Context: an optimization exercise on an open-source flow, tuned for small area, a short achievable clock period and few clock cycles. The choices shown serve that exercise and are no tape-out recipe. Power and IR drop assume default switching activity.

Setup of the previous run:
==> flow/design.v <==
`timescale 1ns/10ps
module  ATCONV(
	input		clk,
	input		reset,
	output	reg	busy,
	input		ready,
	output reg	[11:0]	iaddr,
	input signed [12:0]	idata,
	output	reg 	cwr,
	output  reg	[11:0]	caddr_wr,
	output reg 	[12:0] 	cdata_wr,
	output	 	crd,
	output 	[11:0] 	caddr_rd,
	input 	[12:0] 	cdata_rd,
	output reg 	csel
	);
assign crd = 1'b0;
assign caddr_rd = 12'd0;
localparam [12:0] BIAS = 13'h1FF4;    
localparam [12:0] NBIAS = 13'h000C;   
reg        done;        
reg        ending;      
reg  [5:0] bi;          
reg        g;           
reg        p0, p1, p2;  
reg        vm1;         
reg        c_fl;        
wire [5:0] x = iaddr[5:0];
reg  [12:0] din;         
wire hold = reset | ~busy & ~ready;
wire       col_end = p2 & g;                       
wire       row_end = col_end & ~vm1 & (x == 6'd63);
wire [4:0] bip = bi[4:0] + 5'd1;
wire [4:0] bim = bi[4:0] - 5'd1;
wire       vm1_n = row_end | vm1 & ~col_end;
wire [5:0] x_n = (col_end & ~vm1) ? x + 6'd1 : x;   
wire [5:0] row_n = p0 ? {bi[4:0], g} :
                   p1 ? ((bi[4:0] == 5'd31) ? 6'd63 : {bip, g}) :
                   row_end ? {bi[4:0], 1'b0} :
                   (bi[4:0] == 5'd0) ? 6'd0 : {bim, ~g};
always @(posedge clk) begin
	if (hold) begin
		bi <= 6'd0;
		g <= 1'b0;
		p0 <= 1'b1; p1 <= 1'b0; p2 <= 1'b0;
		vm1 <= 1'b1;
		c_fl <= 1'b1;
		iaddr <= 12'd0;
	end else begin
		if (row_end) bi <= bi + 6'd1;
		if (p2) g <= ~g;
		p0 <= p2; p1 <= p0; p2 <= p1;
		vm1 <= vm1_n;
		c_fl <= vm1_n | (x_n == 6'd0);
		iaddr <= {row_n, x_n};
	end
end
always @(posedge clk) begin
	if (reset) begin
		busy <= 1'b0;
		done <= 1'b0;
	end else begin
		if (~busy & ~done & ready) busy <= 1'b1;
		if (ending) begin
			busy <= 1'b0;
			done <= 1'b1;
		end
	end
end
reg f_valid, f_valid2;
always @(posedge clk) begin
	if (reset) begin
		f_valid <= 1'b0;
		f_valid2 <= 1'b0;
	end else begin
		f_valid <= c_fl ? (bi != 6'd0) : ~(~vm1 & (x == 6'd1));
		f_valid2 <= f_valid;
	end
end
reg [12:7] din_h;
reg        fl_lo, fl_hi;
always @(posedge clk) begin
	din <= idata;
	din_h <= din[12:7];
	fl_lo <= c_fl;
	fl_hi <= fl_lo;
end
reg  [12:0] sf0, sf1, sf2, sf3;
reg  [12:0] pf0, pf1, pf2, pf3;
reg  [12:0] acc_s, acc_c, acc_o;
reg         cy_s, cy_c, cy_o;   
wire [12:0] sterm = p2 ? {2'b0, din[12:2]} : {4'b0, din[12:4]};
wire [12:0] nsterm = ~sterm;
wire [12:0] cterm = p2 ? din : ~{3'b0, din[12:3]};
wire [12:0] left  = fl_lo ? sf3 : sf1;
wire [12:0] o_add = ~fl_lo ? nsterm :
                    p1 ? (vm1 ? sf3 : sf1) :
                    p2 ? NBIAS : 13'd0;
wire [12:0] dh      = {din_h, 7'd0};
wire [12:0] sterm_h = p0 ? {2'b0, dh[12:2]} : {4'b0, dh[12:4]};
wire [12:0] nsterm_h = ~sterm_h;
wire [12:0] cterm_h = p0 ? dh : ~{3'b0, dh[12:3]};
wire [12:0] left_h  = fl_hi ? sf3 : sf1;
wire [12:0] o_add_h = ~fl_hi ? nsterm_h :
                      p2 ? (vm1 ? sf3 : sf1) : 13'd0;
wire [7:0] s_lo = (p1 ? BIAS[6:0] : acc_s[6:0]) + nsterm[6:0] + 8'd1;
wire [7:0] c_lo = (p1 ? left[6:0] : acc_c[6:0]) + cterm[6:0] + {6'd0, ~p2};
wire [7:0] o_lo = (p1 ? pf1[6:0]  : acc_o[6:0]) + o_add[6:0] + {6'd0, ~fl_lo};
wire [5:0] s_hi = (p2 ? BIAS[12:7]  : acc_s[12:7]) + nsterm_h[12:7] + {5'd0, cy_s};
wire [5:0] c_hi = (p2 ? left_h[12:7] : acc_c[12:7]) + cterm_h[12:7] + {5'd0, cy_c};
wire [5:0] o_hi = (p2 ? pf1[12:7]   : acc_o[12:7]) + o_add_h[12:7] + {5'd0, cy_o};
always @(posedge clk) begin
	{cy_s, acc_s[6:0]} <= s_lo;
	{cy_c, acc_c[6:0]} <= c_lo;
	{cy_o, acc_o[6:0]} <= o_lo;
	acc_s[12:7] <= s_hi;
	acc_c[12:7] <= c_hi;
	acc_o[12:7] <= o_hi;
end
wire finish = busy & p1;
wire finish_h = busy & p2;
always @(posedge clk) begin
	if (finish) begin
		sf0[6:0] <= sf1[6:0]; sf1[6:0] <= sf2[6:0]; sf2[6:0] <= sf3[6:0]; sf3[6:0] <= acc_s[6:0];
		pf0[6:0] <= pf1[6:0]; pf1[6:0] <= pf2[6:0]; pf2[6:0] <= pf3[6:0]; pf3[6:0] <= acc_c[6:0];
	end
	if (finish_h) begin
		sf0[12:7] <= sf1[12:7]; sf1[12:7] <= sf2[12:7]; sf2[12:7] <= sf3[12:7]; sf3[12:7] <= acc_s[12:7];
		pf0[12:7] <= pf1[12:7]; pf1[12:7] <= pf2[12:7]; pf2[12:7] <= pf3[12:7]; pf3[12:7] <= acc_c[12:7];
	end
end
reg  [11:0] mx;
reg         wr0_h, l1;
wire        wr0 = finish & f_valid2 & ~ending;
wire [11:0] l0v = acc_o[12] ? 12'd0 : {acc_o[11:7], cdata_wr[6:0]};
always @(posedge clk) begin
	if (reset) begin
		cwr <= 1'b0;
		csel <= 1'b1;
		caddr_wr <= 12'h3FF;
		wr0_h <= 1'b0;
		l1 <= 1'b0;
		ending <= 1'b0;
	end else begin
		wr0_h <= wr0;
		l1 <= wr0_h & ~csel & ~caddr_wr[6] & caddr_wr[0];
		cwr <= wr0_h | l1;
		if (wr0)
			cdata_wr[6:0] <= acc_o[6:0];
		if (wr0_h) begin
			cdata_wr <= {1'b0, l0v};
			csel <= 1'b0;
			if (csel)
				caddr_wr <= {caddr_wr[9:5] + {4'd0, &caddr_wr[4:0]}, 1'b0, caddr_wr[4:0] + 5'd1, 1'b0};
			else if (~caddr_wr[6])
				caddr_wr[6] <= 1'b1;
			else begin
				caddr_wr[6] <= 1'b0;
				caddr_wr[0] <= 1'b1;
			end
		end else if (l1) begin
			cdata_wr <= {{1'b0, mx[11:4]} + {8'd0, mx[3:0] != 4'd0}, 4'd0};
			csel <= 1'b1;
			caddr_wr <= {2'b00, caddr_wr[11:7], caddr_wr[5:1]};
			if ((&caddr_wr[11:7]) & (&caddr_wr[5:1])) ending <= 1'b1;
		end
	end
end
always @(posedge clk) begin
	if (wr0_h & (csel | (l0v > mx)))
		mx <= l0v;
end
endmodule
clock: 5.0 ns
lec_check: 0
cap_margin: 20
core_margin: 2
core_utilization: 40
place_density: 0.6
setup_slack_margin: 2.8
slew_margin: 20
run.sh (not shown) runs the stock make flow with config.mk's settings and CLKGATE_MAP_FILE= SYNTH_SCRIPT=/design/flow/synth_recipe.tcl, a recipe that flattens the netlist after the stock synthesis.
> inputs changed (the previous run -> the current run)
diff --git a/flow/design.v b/flow/design.v
--- a/flow/design.v
+++ b/flow/design.v
@@ -101,16 +101,56 @@
 wire [12:0] nsterm_h = ~sterm_h;
 wire [12:0] cterm_h = p0 ? dh : ~{3'b0, dh[12:3]};
 wire [12:0] left_h  = fl_hi ? sf3 : sf1;
 wire [12:0] o_add_h = ~fl_hi ? nsterm_h :
                       p2 ? (vm1 ? sf3 : sf1) : 13'd0;
-wire [7:0] s_lo = (p1 ? BIAS[6:0] : acc_s[6:0]) + nsterm[6:0] + 8'd1;
-wire [7:0] c_lo = (p1 ? left[6:0] : acc_c[6:0]) + cterm[6:0] + {6'd0, ~p2};
-wire [7:0] o_lo = (p1 ? pf1[6:0]  : acc_o[6:0]) + o_add[6:0] + {6'd0, ~fl_lo};
-wire [5:0] s_hi = (p2 ? BIAS[12:7]  : acc_s[12:7]) + nsterm_h[12:7] + {5'd0, cy_s};
-wire [5:0] c_hi = (p2 ? left_h[12:7] : acc_c[12:7]) + cterm_h[12:7] + {5'd0, cy_c};
-wire [5:0] o_hi = (p2 ? pf1[12:7]   : acc_o[12:7]) + o_add_h[12:7] + {5'd0, cy_o};
+function [7:0] add7;
+	input [6:0] a, b;
+	input       ci;
+	reg   [6:0] p, gg, pp;
+	integer     k, i, j;
+	begin
+		p  = a ^ b;
+		gg = a & b;
+		gg[0] = gg[0] | (p[0] & ci);
+		pp = p;
+		for (k = 0; k < 3; k = k + 1)
+			for (i = 0; i < 7; i = i + 1)
+				if (i[k]) begin
+					j = ((i >> k) << k) - 1;
+					gg[i] = gg[i] | (pp[i] & gg[j]);
+					pp[i] = pp[i] & pp[j];
+				end
+		add7 = {gg[6], p ^ {gg[5:0], ci}};
+	end
+endfunction
+function [5:0] add6;
+	input [5:0] a, b;
+	input       ci;
+	reg   [5:0] p, gg, pp;
+	integer     k, i, j;
+	begin
+		p  = a ^ b;
+		gg = a & b;
+		gg[0] = gg[0] | (p[0] & ci);
+		pp = p;
+		for (k = 0; k < 3; k = k + 1)
+			for (i = 0; i < 6; i = i + 1)
+				if (i[k]) begin
+					j = ((i >> k) << k) - 1;
+					gg[i] = gg[i] | (pp[i] & gg[j]);
+					pp[i] = pp[i] & pp[j];
+				end
+		add6 = p ^ {gg[4:0], ci};
+	end
+endfunction
+wire [7:0] s_lo = add7(p1 ? BIAS[6:0] : acc_s[6:0], nsterm[6:0], 1'b1);
+wire [7:0] c_lo = add7(p1 ? left[6:0] : acc_c[6:0], cterm[6:0], ~p2);
+wire [7:0] o_lo = add7(p1 ? pf1[6:0] : acc_o[6:0], o_add[6:0], ~fl_lo);
+wire [5:0] s_hi = add6(p2 ? BIAS[12:7] : acc_s[12:7], nsterm_h[12:7], cy_s);
+wire [5:0] c_hi = add6(p2 ? left_h[12:7] : acc_c[12:7], cterm_h[12:7], cy_c);
+wire [5:0] o_hi = add6(p2 ? pf1[12:7] : acc_o[12:7], o_add_h[12:7], cy_o);
 always @(posedge clk) begin
 	{cy_s, acc_s[6:0]} <= s_lo;
 	{cy_c, acc_c[6:0]} <= c_lo;
 	{cy_o, acc_o[6:0]} <= o_lo;
 	acc_s[12:7] <= s_hi;
Notes after the runs:
[compare] base=the previous run new=the current run: setup slack has decreased, core area has decreased, depth of the most critical reg-to-reg path has decreased, average wire per standard cell has decreased, switching part of the total power has decreased.
As far as fraction of area in clock buffers and inverters is concerned, the current run and the previous run perform about the same.
Comparing the previous run and the current run, overall via count from detail_route is lower on the current run.
Compared with the previous run, the current run is the less power-hungry design.
No functional check of the RTL was part of any run of this note.

## static timing again, ports no longer ideal
In the flow no input, the clock included, has a driving cell. The finished layouts below were timed again as built, in two steps. Step 1 assumes that a clkbuf_16 drives the clock port and a buf_2 every other input. Step 2 also shifts input and output timing later by t, the mid clock arrival at the registers, as if the neighbouring blocks saw the same clock. a / b / c = ideal ports / drivers / drivers and shift; a / b = the first two.
run	t, ns	setup WS [ns]	worst hold slack (ns)	latest minus earliest clock arrival (ns)	cell pins on the clock port's net
the previous run	0.555	2.672 / 2.672 / 2.621	0.327 / 0.327 / 0.327	0.016 / 0.016	1
the current run	0.538	2.542 / 2.542 / 2.460	0.330 / 0.330 / 0.330	0.013 / 0.013	1
After both steps setup and hold are still met in every run listed. The setup slack of the current run, which loses most, moves by 0.000 ns with the drivers and by -0.082 ns with both steps.
